What follows belongs to an exercise in optimizing a design on an open flow for small area, a short achievable clock period and few clock cycles; a production flow would make more cautious choices. Only simulation tests tie the RTL to the original design; equivalence was not proved.

==> flow/design.v, too long to show whole: its modules and the start of the top module <==
// module MyDesign: 209 lines
// module mul_tree: 882 lines
// module fa_cell: 4 lines
// module bsel_cell: 3 lines
// module ha_cell: 4 lines
module MyDesign(
  input wire reset_n                      ,  
  input wire clk                          ,
  input wire dut_valid                    , 
  output wire dut_ready                   ,
  output wire                           dut__tb__sram_input_write_enable  ,
  output wire [16-1 : 0     ]   dut__tb__sram_input_write_address ,
  output wire [32-1 : 0     ]   dut__tb__sram_input_write_data    ,
  output wire [16-1 : 0     ]   dut__tb__sram_input_read_address  , 
  input  wire signed [32-1 : 0     ]   tb__dut__sram_input_read_data     ,     
  output wire                           dut__tb__sram_weight_write_enable  ,
  output wire [16-1 : 0     ]   dut__tb__sram_weight_write_address ,
  output wire [32-1 : 0     ]   dut__tb__sram_weight_write_data    ,
  output wire [16-1 : 0     ]   dut__tb__sram_weight_read_address  , 
  input  wire signed [32-1 : 0     ]   tb__dut__sram_weight_read_data     ,     
  output wire                           dut__tb__sram_result_write_enable  ,
  output wire [16-1 : 0     ]   dut__tb__sram_result_write_address ,
  output wire signed [32-1 : 0     ]   dut__tb__sram_result_write_data    ,
  output wire [16-1 : 0     ]   dut__tb__sram_result_read_address  , 
  input  wire signed [32-1 : 0     ]   tb__dut__sram_result_read_data     ,     
  output wire                           dut__tb__sram_scratchpad_write_enable  ,
  output wire [16-1 : 0     ]   dut__tb__sram_scratchpad_write_address ,
  output wire signed [32-1 : 0     ]   dut__tb__sram_scratchpad_write_data    ,
  output wire [16-1 : 0     ]   dut__tb__sram_scratchpad_read_address  , 
  input  wire signed [32-1 : 0     ]   tb__dut__sram_scratchpad_read_data  
);
  // ...
==> flow/flow/run.sh <==
#!/bin/bash
# Layout flow: the standard flow (standard.sh) with two changes to how the
# layout is made: port buffers use the small sky130_fd_sc_hd__buf_1 cell, and
# timing repair aims for extra setup slack so that the achieved period shrinks.
# The clock period and constraints are the standard flow's own (constraint.sdc).
set -euo pipefail
bash standard.sh finish \
  "BUFFER_PORTS_ARGS=-buffer_cell sky130_fd_sc_hd__buf_1" \
  "SETUP_SLACK_MARGIN=11" \
  > standard.log 2>&1
==> flow/standard.sh <==
#!/bin/bash
# synth_recipe.tcl (not shown) runs the flow's synth.tcl, then flattens the netlist and writes it again
# the make line also repeats each setting of config.mk as NAME=value (left out here)
make -C /OpenROAD-flow-scripts/flow DESIGN_CONFIG=/design/flow/config.mk WORK_HOME=/design/flow/orfs CLKGATE_MAP_FILE= SYNTH_SCRIPT=/design/flow/synth_recipe.tcl "${@:-finish}"
==> flow/config.mk <==
export PLATFORM = sky130hd
export DESIGN_NAME = MyDesign
export DESIGN_NICKNAME = MyDesign
export VERILOG_FILES = /design/flow/design.v
export SDC_FILE = /design/flow/constraint.sdc
export NUM_CORES = 4
export LEC_CHECK = 0
export CAP_MARGIN = 20
export CORE_MARGIN = 2
export CORE_UTILIZATION = 40
export SLEW_MARGIN = 20
export SYNTH_HIERARCHICAL = 1
export SYNTH_MINIMUM_KEEP_SIZE = 0
==> flow/constraint.sdc <==
create_clock -name core_clock -period 16.0 [get_ports {clk}]
set_input_delay 3.2000 -clock core_clock [delete_from_list [all_inputs] [get_ports {clk}]]
set_output_delay 3.2000 -clock core_clock [all_outputs]
set_load 0.01 [all_outputs]
==> results.py, run 1 <==
metrics = {
    "synthesis": {
        "synthesis.instances": 2764,
        "synth_top_family_by_area": "adder cells",
        "synth_common_cells": "xnor2_1, buf_4, o22ai_1",
        "async_reset_ff_frac": 0,
    },
    "floorplan": {
        "start_util": 0.402,
        "ioPinCount": 392,
        "rows": 95,
    },
    "placed_design": {
        "gp_congestion": 0.852,
        "port_buffers": 269,
        "placed_cell_area_sq_um": 26900,
        "dp_worst_setup_slack_ns": 10.76,
    },
    "hold_path": {
        "hold_path.class": "register to register",
        "min_path_cells": 1,
        "hold_start": "f0",
        "whs_endpoint": "f1",
    },
    "worst_setup_path": {
        "crit_family": "adder cells",
        "ff2ff_setup_slack_ns": 11.27,
        "r2r_start": "opa[1]",
        "start_kind": "register",
        "critPathKind": "register to register",
        "arrival_ns": 5.21,
        "cpMostUsedCell": "fa_1",
        "slowest_stage": "fa_1",
    },
    "finish": {
        "largest_cell_class": "multi-input gates",
        "nMultiInputCombCells": 2087,
        "seq_share": 0.247,
        "buffers": 307,
        "seq_area_sq_um": 6980,
        "drive_above_1_share": 0.0729,
    },
    "run_status": {
        "status": "complete, no violations",
    },
    "global_routing": {
        "grtUsageTotal": 0.203,
        "grt_max_degree": 80,
        "grt_overflow_total": 0,
    },
    "clocking": {
        "cts_tree": "done",
        "cts_hold_buf": 0,
        "clk_pin_slew_worst_paths_ns": 0.06,
        "numCtsBuffers": 37,
        "clock_path_buffers": 3,
    },
    "sta": {
        "slew_violations": 0,
        "fin_setup_tns_ns": 0,
        "tightest_slew_ns": 1.12,
    },
    "route": {
        "drt_drc_violations_left": 0,
    },
}
Testbench counts, summed over its fixed seeds: cycles 88,723.
==> run 2: changes to the inputs <==
--- a/flow/flow/run.sh
+++ b/flow/flow/run.sh
@@ -7,4 +7,4 @@
 bash standard.sh finish \
   "BUFFER_PORTS_ARGS=-buffer_cell sky130_fd_sc_hd__buf_1" \
-  "SETUP_SLACK_MARGIN=11" \
+  "SETUP_SLACK_MARGIN=12" \
   > standard.log 2>&1
==> results.py, run 2 <==
metrics = {
    "sta": {
        "whs_ns": 0.426,
        "slew_violations": 0,
        "layout_worst_path_cycle_share": 0.281,
        "slew_headroom": 0.378,
        "rsz0062_at_grt": "yes",
        "finalSetupViolCount": 0,
        "tightest_slew_ns": 0.930,
        "max_freq_mhz": 223,
        "min_period_ns": 4.49,
        "fin_setup_tns_ns": 0,
        "hold_viol_final": 0,
        "skew_ns": 0.0575,
    },
    "route": {
        "vias": 20900,
        "post_drt_wl_per_cell_microns": 20.7,
        "viasPerCell": 5.46,
        "drt_drc_violations_left": 0,
        "firstDrtPassIters": 7,
        "ant_nets": 0,
        "routed.top_layer": "met5",
        "wl_met3_microns": 5700,
        "drt-met1-wl_microns": 34300,
        "wl_microns": 79300,
        "drt_iter0_markers": 1597,
        "met2_length_microns": 36500,
    },
    "clocking": {
        "clk_latency_ns": 0.60,
        "clk_pin_slew_worst_paths_ns": 0.06,
        "cts_tree": "done",
        "htree_levels": 2,
        "cts_hold_buf": 0,
        "clock_path_buffers": 3,
        "root_buffer": "clkbuf_16",
        "cts_sinks": 294,
        "numCtsBuffers": 36,
    },
    "synthesis": {
        "synth_seq_cells": 294,
        "synth_flop_cell": "dfxtp_1",
        "yosys-top-cells-area": "fa_1, dfxtp_1, edfxtp_1, xnor2_1, buf_4",
        "postSynthAreaPerCell_sq_um": 9.73,
        "async_reset_ff_frac": 0,
        "synth_top_area_cell": "fa_1",
        "yosys.area.top_type_share": 0.182,
        "netlist_area_sq_um": 26900,
        "synth.most_common_cell": "xnor2_1",
        "synth_common_cells": "xnor2_1, buf_4, o22ai_1",
        "synthesis.instances": 2764,
        "synth-edff-count": 109,
        "synth_cell_type_count": 81,
        "yosys_warnings": 7,
        "ys_seq_area_frac": 0.259,
    },
    "finish": {
        "nets": 3411,
        "final_cells": 3828,
        "drive_above_1_share": 0.205,
        "fillCellCount": 6240,
        "utilization": 0.464,
        "areaGrowthSynthToFinish_pct": 15.4,
        "final_common_cell": "xnor2_1",
        "final_cell_mix": "xnor2_1, o22ai_1, fa_1",
        "n_antenna_cell": 0,
    },
    "worst_setup_path": {
        "endpoint_kind": "output port",
        "critPathKind": "register to output port",
        "start_kind": "register",
        "crit_fanout": 2,
        "required_ns": 12.80,
        "arrival_ns": 1.29,
    },
    "floorplan": {
        "die_area_sq_um": 69400,
        "start_util": 0.402,
        "core_area_sq_um": 66900,
        "rows": 95,
        "die_h_microns": 263,
        "die_w_microns": 263,
        "ioPinCount": 392,
    },
    "global_routing": {
        "grt_pass1_wl_microns": 121000,
        "grt_overflow_total": 0,
        "grt_pass1_vias": 21000,
        "grt_antenna_before_repair": 2,
        "grt_max_degree": 65,
        "grtUsageTotal": 0.221,
    },
    "placed_design": {
        "port_buffers": 269,
        "dp.cells": 3631,
        "gp_congestion": 0.864,
        "dp_hpwl_microns": 58300,
    },
    "run": {
        "cap_violations": 0,
    },
    "run_status": {
        "status": "complete, no violations",
    },
    "hold_path": {
        "hold_path.class": "register to register",
    },
}
## run 2: cell counts after synthesis
No cell type changed its count.
## run 2: path summary, 6_finish.rpt
path / startpoint / depth (start not counted) / to / slack (ns)
worst min register to register: wcnt[0] / 1 / wcnt[0] / 0.43
worst max-delay path: b_addr[0] / 2 / dut__tb__sram_weight_read_address[0] / 11.51
worst min-delay path: wcnt[0] / 1 / wcnt[0] / 0.43
worst max register to register: opa[19] / 9 / c_r[31] / 11.93
## run 2: area by class of cell
| type | instances | area [sq um] | area share |
|---|---|---|---|
| sequential | 294 | 7160 | 0.230 |
| tap | 873 | 1090 | 0.0352 |
| inverter | 72 | 298 | 0.00959 |
| timing repair buffer | 434 | 3340 | 0.107 |
| multi-input combinational | 2087 | 17900 | 0.576 |
| timing repair inverter | 4 | 20.0 | 0.000645 |
| clock inverter | 16 | 235 | 0.00757 |
| clock buffer | 48 | 1040 | 0.0335 |
## run 2: timing repair
item / CTS / global route
pin swaps: 14 / 25
resized for setup: 322 / 138
cloned: 9 / 2
buffers inserted: 82 / 40
setup endpoints to repair: 182 / 162
## run 2: critical path: stages (launching register included)
cell      delay (ns)
edfxtp_1        0.42
buf_6           0.16
buf_6           0.11
## run 2: stage by stage
stage	setup WS, ns	instance area, sq um
after global placement	10.86	27000
after global routing	11.48	31100
after detailed placement	10.79	27000
after floorplan	11.98	27400
after CTS	11.50	30200
final	11.51	31100
## run 2: kinds of logic after synthesis
group	count (synthesis)	synth area share
xor gates and xnor gates	340	0.111
adders and majority gates	351	0.231
DFF	294	0.259
and+or+nand+nor	568	0.104
muxes	83	0.0340
buffers and inverters	506	0.116
AOI/OAI and AO/OA	620	0.144
other	2	0.000279
## run 2: modules after synthesis, one instance, submodules excluded
| module | times used | flip-flops and latches | cells | cell area [sq um] |
|---|---|---|---|---|
| ha_cell | 30 | 0 | 1 | 12.5 |
| fa_cell | 210 | 0 | 1 | 20.0 |
| mul_tree | 1 | 0 | 886 | 6080 |
| MyDesign | 1 | 294 | 1638 | 16200 |
## run 2: layer usage
metal / GRT usage / vias to the layer above
met4: 0.0741 / 4
met3: 0.0315 / 170
met5: 0 / -
met2: 0.358 / 975
met1: 0.304 / 10100
li1: - / 9609
==> run 3: changes to the inputs <==
--- a/flow/config.mk
+++ b/flow/config.mk
@@ -9,4 +9,5 @@
 export CORE_MARGIN = 2
 export CORE_UTILIZATION = 40
+export CTS_BUF_LIST = sky130_fd_sc_hd__clkbuf_4 sky130_fd_sc_hd__clkbuf_8
 export SLEW_MARGIN = 20
 export SYNTH_HIERARCHICAL = 1
==> results.py, run 3 <==
metrics = {
    "clocking": {
        "clock_path_buffers": 3,
        "cts_sinks": 294,
        "clk_latency_ns": 0.70,
        "root_buffer": "clkbuf_8",
        "cts_tree": "done",
        "numCtsBuffers": 53,
        "htree_levels": 2,
        "clk_pin_slew_worst_paths_ns": 0.06,
    },
    "worst_setup_path": {
        "arrival_ns": 1.40,
        "critical_path_buf_inv_count": 2,
        "required_ns": 12.80,
        "crit_path_start": "b_addr[0]",
        "r2r_start": "opa[7]",
        "path_cells": "buf_6, buf_6",
        "cpMostUsedCell": "buf_6",
        "endpoint_kind": "output port",
        "slowest_stage": "edfxtp_1",
        "critPathKind": "register to output port",
        "crit_fanout": 2,
        "start_kind": "register",
        "crit_family": "flip-flops",
        "cp_slowest_stage_delay_ns": 0.42,
    },
    "sta": {
        "slew_headroom": 0.383,
        "tightest_slew_ns": 0.926,
        "setup_ws_ns": 11.40,
        "max_freq_mhz": 217,
        "slew_violations": 0,
        "skew_ns": 0.0635,
        "hold_viol_final": 0,
        "fin_setup_tns_ns": 0,
        "finalSetupViolCount": 0,
        "layout_worst_path_cycle_share": 0.288,
        "rsz0062_at_grt": "yes",
        "min_period_ns": 4.60,
    },
    "synthesis": {
        "synth_top_area_cell": "fa_1",
        "synthesis.instances": 2764,
        "yosys.area.top_type_share": 0.182,
        "synth-edff-count": 109,
        "postSynthAreaPerCell_sq_um": 9.73,
        "synth_cell_type_count": 81,
        "yosys_warnings": 7,
        "synth_seq_cells": 294,
        "synth_flop_cell": "dfxtp_1",
        "yosys-top-cells-area": "fa_1, dfxtp_1, edfxtp_1, xnor2_1, buf_4",
        "netlist_area_sq_um": 26900,
        "ys_seq_area_frac": 0.259,
        "synth.most_common_cell": "xnor2_1",
        "synth_common_cells": "xnor2_1, buf_4, o22ai_1",
        "async_reset_ff_frac": 0,
    },
    "finish": {
        "drive_above_1_share": 0.213,
        "fillCellCount": 6259,
        "final_common_cell": "xnor2_1",
        "final_cell_mix": "xnor2_1, o22ai_1, fa_1",
        "nets": 3415,
        "areaGrowthSynthToFinish_pct": 15.1,
    },
    "placed_design": {
        "gp_congestion": 0.864,
        "port_buffers": 269,
        "dp_hpwl_microns": 58300,
        "dp_worst_setup_slack_ns": 10.79,
    },
    "route": {
        "post_drt_wl_per_cell_microns": 20.6,
        "ant_nets": 0,
        "wl_microns": 79400,
        "drt_drc_violations_left": 0,
        "firstDrtPassIters": 5,
        "drt_iter0_markers": 1607,
        "vias": 20900,
        "viasPerCell": 5.43,
    },
    "floorplan": {
        "die_h_microns": 263,
        "rows": 95,
        "die_w_microns": 263,
        "die_area_sq_um": 69400,
        "ioPinCount": 392,
        "start_util": 0.402,
        "core_area_sq_um": 66900,
    },
    "global_routing": {
        "grtUsageTotal": 0.222,
        "grt_overflow_total": 0,
        "grt_pass1_vias": 21100,
        "grt_pass1_wl_microns": 121000,
        "grt_antenna_before_repair": 3,
        "grt_max_degree": 65,
    },
    "run_status": {
        "status": "complete, no violations",
    },
    "hold_path": {
        "hold_start": "wcnt[0]",
        "hold_path.class": "register to register",
    },
    "run": {
        "cap_violations": 0,
    },
}
run 3: cell counts after synthesis:
No cell type changed its count.
run 3: cell families (layout without fill, tap and decap cells):
family | count (synthesis) | in the layout | share of synthesized area
flip-flops | 294 | 294 | 0.259
other | 2 | 125 | 0.000279
adder cells (fa/ha/maj) | 351 | 351 | 0.231
AO/OA/AOI/OAI | 620 | 620 | 0.144
AND/OR/NAND/NOR | 568 | 570 | 0.104
XOR/XNOR | 340 | 340 | 0.111
buffers and inverters | 506 | 597 | 0.116
multiplexers | 83 | 83 | 0.0340
run 3: worst paths after layout:
path	endpoint	slack, ns	depth (start not counted)
worst max-delay path	dut__tb__sram_weight_read_address[0]	11.40	2
worst min-delay path	wcnt[0]	0.42	1
worst max register to register	c_r[31]	11.93	11
worst min register to register	wcnt[0]	0.42	1
run 3: metrics by stage:
step           utilization  cells  cell area [sq um]  hold WS [ns]
4_1_cts              0.451   3818              30200         0.423
5_1_grt              0.463   3853              31000         0.446
3_5_place_dp         0.403   3631              27000         0.415
2_1_floorplan            -   2885              27400         0.399
6_report             0.463   3853              31000         0.423
3_3_place_gp         0.403   3630              27000         0.408
run 3: per-module statistics from Yosys (local to each module, per instance):
| module | cells inside | times used |
|---|---|---|
| MyDesign | 1638 | 1 |
| fa_cell | 1 | 210 |
| mul_tree | 886 | 1 |
| ha_cell | 1 | 30 |
run 3: worst reg2reg max path, delay by kind of cell (launching register included):
family                     cells  cell delay [ns]
AOI/OAI and AO/OA              1             0.13
adders and majority gates      7             2.89
DFF                            1             0.37
xor gates and xnor gates       1             0.15
and+or+nand+nor                1             0.25
buffers and inverters          1             0.15
run 3: metal layers:
metal | share of wire | global-route usage | up-vias
met5 | 0.00016 | 0 | -
met4 | 0.034 | 0.0755 | 2
met3 | 0.071 | 0.0355 | 155
met2 | 0.46 | 0.357 | 936
met1 | 0.44 | 0.303 | 10200
li1 | - | - | 9629
run 3: what timing repair did:
item | 4_1_cts | 5_1_grt
hold buffers | 0 | 0
setup buffers | 78 | 31
cloned | 9 | 2
resized for setup | 318 | 143
pin swaps | 8 | 24
setup endpoints to repair | 181 | 165
run 3: final cells by class:
class                   instances  area, sq um  area share
multi-input cells            2087        17900       0.577
repair buffers                421         3240       0.104
clock buffers                  80         1030      0.0331
clock inverters                20          259     0.00836
well taps                     873         1090      0.0353
flip-flops and latches        294         7160       0.231
repair inverters                4         22.5    0.000727
inverters                      72          298     0.00961
diodes                          2         5.00    0.000162
==> run 4: changes to the inputs <==
==> flow/run.sh (new file) <==
#!/bin/bash
# synth_recipe.tcl (not shown) runs the flow's synth.tcl, then flattens the netlist and writes it again
# the make line also repeats each setting of config.mk as NAME=value (left out here)
make -C /OpenROAD-flow-scripts/flow DESIGN_CONFIG=/design/flow/config.mk WORK_HOME=/design/flow/orfs CLKGATE_MAP_FILE= SYNTH_SCRIPT=/design/flow/synth_recipe.tcl finish
--- a/flow/config.mk
+++ b/flow/config.mk
@@ -9,5 +9,4 @@
 export CORE_MARGIN = 2
 export CORE_UTILIZATION = 40
-export CTS_BUF_LIST = sky130_fd_sc_hd__clkbuf_4 sky130_fd_sc_hd__clkbuf_8
 export SLEW_MARGIN = 20
 export SYNTH_HIERARCHICAL = 1
removed: flow/flow/run.sh
removed: flow/standard.sh
==> results.py, run 4 <==
metrics = {
    "sta": {
        "rsz0062_at_grt": "no",
        "layout_worst_path_cycle_share": 0.327,
        "slew_headroom": 0.284,
        "min_period_ns": 5.23,
        "skew_ns": 0.0322,
        "whs_ns": 0.425,
        "tightest_slew_ns": 1.07,
        "max_freq_mhz": 191,
        "fin_setup_tns_ns": 0,
        "finalSetupViolCount": 0,
        "slew_violations": 0,
        "hold_viol_final": 0,
    },
    "synthesis": {
        "synth_flop_cell": "dfxtp_1",
        "yosys-top-cells-area": "fa_1, dfxtp_1, edfxtp_1, xnor2_1, buf_4",
        "netlist_area_sq_um": 26900,
        "synth_top_area_cell": "fa_1",
        "synth-edff-count": 109,
        "ys_seq_area_frac": 0.259,
        "yosys_warnings": 7,
        "postSynthAreaPerCell_sq_um": 9.73,
        "yosys.area.top_type_share": 0.182,
        "synth.most_common_cell": "xnor2_1",
        "synth_common_cells": "xnor2_1, buf_4, o22ai_1",
        "async_reset_ff_frac": 0,
        "synth_seq_cells": 294,
        "synthesis.instances": 2764,
        "synth_cell_type_count": 81,
    },
    "floorplan": {
        "die_area_sq_um": 69400,
        "die_w_microns": 263,
        "core_area_sq_um": 66900,
        "die_h_microns": 263,
        "start_util": 0.402,
        "ioPinCount": 392,
        "rows": 95,
    },
    "route": {
        "wl_microns": 75200,
        "firstDrtPassIters": 7,
        "post_drt_wl_per_cell_microns": 20.4,
        "wl_met3_microns": 5540,
        "vias": 20200,
        "ant_nets": 0,
        "drt_drc_violations_left": 0,
        "drt-met1-wl_microns": 33000,
        "routed.top_layer": "met4",
        "met2_length_microns": 34700,
        "drt_iter0_markers": 1606,
        "viasPerCell": 5.47,
    },
    "worst_setup_path": {
        "arrival_ns": 5.68,
        "ff2ff_setup_slack_ns": 10.77,
        "r2r_cells": 10,
        "crit_path_start": "opa[1]",
        "endpoint_kind": "register",
        "required_ns": 16.45,
        "critPathCapture": "c_r[31]",
        "start_kind": "register",
        "reg2reg_to": "c_r[31]",
        "r2r_start": "opa[1]",
        "critPathKind": "register to register",
        "crit_fanout": 67,
    },
    "global_routing": {
        "grt_max_degree": 80,
        "grt_pass1_vias": 20300,
        "grtUsageTotal": 0.212,
        "grt_pass1_wl_microns": 117000,
        "grt_antenna_before_repair": 0,
        "grt_overflow_total": 0,
    },
    "clocking": {
        "numCtsBuffers": 37,
        "clk_latency_ns": 0.58,
        "root_buffer": "clkbuf_16",
        "cts_hold_buf": 0,
        "clk_pin_slew_worst_paths_ns": 0.06,
        "htree_levels": 2,
        "postCtsSetupRepairBufs": 0,
        "cts_tree": "done",
        "cts_sinks": 294,
        "clock_path_buffers": 3,
        "cts.repair.resized": 0,
    },
    "run": {
        "cap_violations": 0,
    },
    "hold_path": {
        "hold_path.class": "register to register",
    },
    "finish": {
        "drive_above_1_share": 0.0684,
        "nets": 3277,
        "seq_area_sq_um": 6980,
        "areaGrowthSynthToFinish_pct": 11.1,
        "final_cell_area_sq_um": 29900,
        "multi_input_area_sq_um": 17300,
        "utilization": 0.447,
        "final_common_cell": "xnor2_1",
        "fillCellCount": 6353,
        "final_cell_mix": "xnor2_1, clkdlybuf4s50_1, o22ai_1",
        "n_antenna_cell": 0,
    },
    "placed_design": {
        "placed_cell_area_sq_um": 28600,
        "dp_hpwl_microns": 58300,
        "gp_congestion": 0.905,
        "port_buffers": 269,
    },
    "run_status": {
        "status": "complete, no violations",
    },
}
## run 4: cell counts after synthesis
Identical to the previous run, type by type.
## run 4: worst min path at each step
stage	end	startpoint	slack, ns	cells past startpoint
after floorplan	wcnt[0]	wcnt[0]	0.40	1
after CTS	wcnt[0]	wcnt[0]	0.43	1
after global placement	wcnt[0]	wcnt[0]	0.41	1
final	wcnt[0]	wcnt[0]	0.42	1
after global routing	f1	f0	0.45	1
after detailed placement	wcnt[0]	wcnt[0]	0.42	1
## run 4: logic make-up after synthesis
| group | Yosys count | synth area share |
|---|---|---|
| buf+inv | 506 | 0.116 |
| flops | 294 | 0.259 |
| compound gates | 620 | 0.144 |
| simple gates | 568 | 0.104 |
| xor+xnor | 340 | 0.111 |
| fa+ha+maj | 351 | 0.231 |
| mux | 83 | 0.0340 |
| other cells | 2 | 0.000279 |
## run 4: worst max-delay path: stages, from the launching register on
cell and delay [ns]:
dfxtp_2 0.62, ha_1 0.40, nor2b_4 0.84, xnor2_1 0.19, o22ai_1 0.28, fa_1 0.50
fa_1 0.54, fa_1 0.43, fa_1 0.40, fa_1 0.51, fa_1 0.40
## run 4: cell type report
class                      instances  share of cell area
sequential                       294               0.233
timing repair buffer             305              0.0991
clock inverter                    18             0.00775
multi-input combinational       2085               0.580
inverter                          72             0.00904
clock buffer                      49              0.0339
tap                              873              0.0365
## run 4: metrics by stage
stage          setup slack (ns)  std cells
3_3_place_gp              10.77       3629
3_5_place_dp              10.79       3629
6_report                  10.77       3696
5_1_grt                   10.41       3696
2_1_floorplan             11.89       2885
4_1_cts                   10.78       3696
## run 4: Yosys stat by module, one instance, submodules excluded
module,flip-flops and latches,area [sq um],copies in the design,cells
mul_tree,0,6080,1,886
MyDesign,294,16200,1,1638
fa_cell,0,20.0,210,1
ha_cell,0,12.5,30,1
## run 4: metal layers
layer	vias up	global-route usage
met5	-	0
met4	0	0.0670
met3	119	0.0386
met2	869	0.344
met1	9915	0.288
li1	9331	-

-- static timing again, ports no longer ideal --
Ports are ideal in the flow. The routed layouts listed here were re-timed in OpenROAD.
Step 1 assumes that a clkbuf_16 drives the clock port and a buf_2 every other input.
Step 2 times the ports against the registers' clock, not the clock port: input delays grow and output delays shrink by t, the midpoint of the rising clock arrivals with the driver on.
Three values: no drivers, after step 1, after step 2; two values: the first two.
| run | t (ns) | slack for setup (ns) | hold WS [ns] |
|---|---|---|---|
| run 1 | 0.641 | 11.266 / 11.266 / 11.266 | 0.419 / 0.419 / 0.419 |
| run 2 | 0.633 | 11.508 / 11.446 / 11.791 | 0.426 / 0.426 / 0.426 |
| run 3 | 0.733 | 11.396 / 11.335 / 11.788 | 0.423 / 0.423 / 0.423 |
| run 4 | 0.634 | 10.766 / 10.766 / 10.766 | 0.425 / 0.425 / 0.425 |
After both steps every run listed still meets setup and hold.
